Source: an optimization exercise on an open RTL-to-GDS flow (aim: small area, a short achievable clock period and few clock cycles). Production flows keep margins and buffers that such runs may drop. The RTL was checked by simulation tests, not by an equivalence proof against the original design.

Design sqrt_u32, start of the top module:
module sqrt_u32(
        input             clk,
        input             rst_n,
        input             vld_in,
        input      [31:0] x,
        output reg        vld_out,
        output     [15:0] y
    );
    reg          busy;
    reg [3:0]    c;                         
    reg [16:0]   r;                         
    reg [12:0]   xh;                        
    reg [15:0]   z;                         
    assign y = z;
    function [32:0] step(input [32:0] rq, input [1:0] xx);
        reg [16:0] b;
        reg [16:0] d;
        reg        s;
        begin
            s = rq[32];
            b = {2'b00, rq[14:0]} ^ {17{~s}};
            d = rq[32:16] + b + {16'd0, xx[1] | xx[0]};
            step = {d[14:0], xx[1] ~^ xx[0], ~xx[0], rq[14:0], ~d[16]};
        end
    endfunction
    function [19:0] first(input [5:0] top);
        begin
            case (top)
            6'd0: first = {17'h1ffff, 3'd0};
            6'd1: first = {17'h00000, 3'd1};
            6'd2: first = {17'h00001, 3'd1};
            6'd3: first = {17'h00002, 3'd1};
            6'd4: first = {17'h1fffb, 3'd2};
            6'd5: first = {17'h1fffc, 3'd2};
            6'd6: first = {17'h1fffd, 3'd2};
            6'd7: first = {17'h1fffe, 3'd2};
            6'd8: first = {17'h1ffff, 3'd2};
  ...
clock: 10.0 ns
lec_check: 0
cap_margin: 20
core_margin: 2
core_utilization: 48
slew_margin: 20
standard.sh (not shown) runs the stock make flow with config.mk's settings and CLKGATE_MAP_FILE= SYNTH_SCRIPT=/design/flow/synth_recipe.tcl, a recipe that flattens the netlist after the stock synthesis.
==> flow/flow/run.sh <==
#!/bin/bash
set -euo pipefail
MARGIN=$(cat flow/margin.txt)
bash standard.sh \
  "SETUP_SLACK_MARGIN=$MARGIN" \
  "BUFFER_PORTS_ARGS=-buffer_cell sky130_fd_sc_hd__buf_1" \
  finish > standard.log 2>&1
==> flow/flow/margin.txt <==
7.0
The baseline passed the timing, design-rule and antenna checks.
Testbench counts at the start, summed over its fixed seeds: cycles 33,608.
Edit:
CORE_UTILIZATION = 62   (was 48)
What happened: Clock skew is lower by 0.0062 ns. First-iteration DRC count increases by 35%. Area after synthesis stays the same. Core utilization increases by 17 points. Worst hold slack hardly moves. Wire length went down by 6.8%. Synthesized cell count is unchanged. Non-clock buffer count went down by 4. Fmax is lower by 1.4%.

---

Another version of the RTL of sqrt_u32 (not shown whole).
Size in the first run: roughly 300 cells after synthesis, roughly 3000 µm² of cells after synthesis.
export LEC_CHECK = 0
export CAP_MARGIN = 20
export CORE_MARGIN = 2
export CORE_UTILIZATION = 55
export CTS_BUF_LIST = sky130_fd_sc_hd__clkbuf_16
export CTS_CLUSTER_DIAMETER = 200
export CTS_CLUSTER_SIZE = 60
export SLEW_MARGIN = 20
create_clock -name core_clock -period 10.0 [get_ports {clk}]
Scripts as last shown in full above: flow/flow/run.sh, flow/flow/margin.txt
The baseline finished clean.
Testbench counts at the start, summed over its fixed seeds: cycles 33,608.
Next try:
==> flow/flow/margin.txt (replaced) <==
7.1
- CTS_BUF_LIST: sky130_fd_sc_hd__clkbuf_16 -> default
- CTS_CLUSTER_DIAMETER: 200 -> default
- CTS_CLUSTER_SIZE: 60 -> default
Synthesized area is unchanged.
Die area is unchanged.
Setup slack degrades by 0.0084 ns.
Utilization went up by 0.24 points.
Global-route usage went down by 1.2 points.
Next try:
==> flow/flow/margin.txt (replaced) <==
7.2
=>
- The changed run finished clean
- register-to-register slack barely changes
- final area grows by 6.5%
- core utilization came out higher by 4.2 points
- routed wire length climbs by 2.5%
- first-iteration DRC count rises by about 17%
- clock-buffer cell count is unchanged
Next try:
==> flow/flow/margin.txt (replaced) <==
7.0
- CTS_CLUSTER_DIAMETER: default -> 100
- CTS_CLUSTER_SIZE: default -> 30
Outcome: The new run went through all stages and came out clean. Setup slack degrades by 0.091 ns. Synthesized cell count is unchanged. Register-to-register slack degrades by 0.11 ns. Non-clock buffer count is lower by 14. Die area is unchanged. Critical path depth is unchanged. Clock-buffer cell count is unchanged. Global-route usage is higher by 0.38 points. Final cell count is lower by 3.3%.

[re-timing with driven ports]
The flow's constraints put no driver on any port. The routed layouts listed below were extracted and timed again, unchanged, in two steps.
Step 1 assumes that a clkbuf_16 drives the clock port and a buf_2 every other input.
Step 2, shift: input delay + t, output delay - t, t = (earliest + latest rising clock arrival at the registers) / 2. This alone moves slack from input paths to output paths.
Three values: ideal ports, drivers, drivers and shift; two values: the first two.
run | t (ns) | setup WS [ns] | clock arrival spread, ns | pins driven straight from the clock port
the first run of note 1 | 0.330 | 7.103 / 7.075 / 6.799 | 0.009 / 0.008 | 1
the second run of note 1 | 0.331 | 7.061 / 7.033 / 6.798 | 0.002 / 0.002 | 1
the first run of note 2 | 0.319 | 7.147 / 7.123 / 6.837 | 0.006 / 0.005 | 1
the second run of note 2 | 0.331 | 7.139 / 7.114 / 6.840 | 0.002 / 0.003 | 1
the third run of note 2 | 0.332 | 7.211 / 7.184 / 6.930 | 0.006 / 0.006 | 1
the fourth run of note 2 | 0.338 | 7.120 / 7.094 / 6.813 | 0.008 / 0.008 | 1
After both steps every run listed still meets setup and hold. The setup slack of the first run of note 2, which loses most, moves by -0.024 ns with the drivers and by -0.310 ns with both steps.
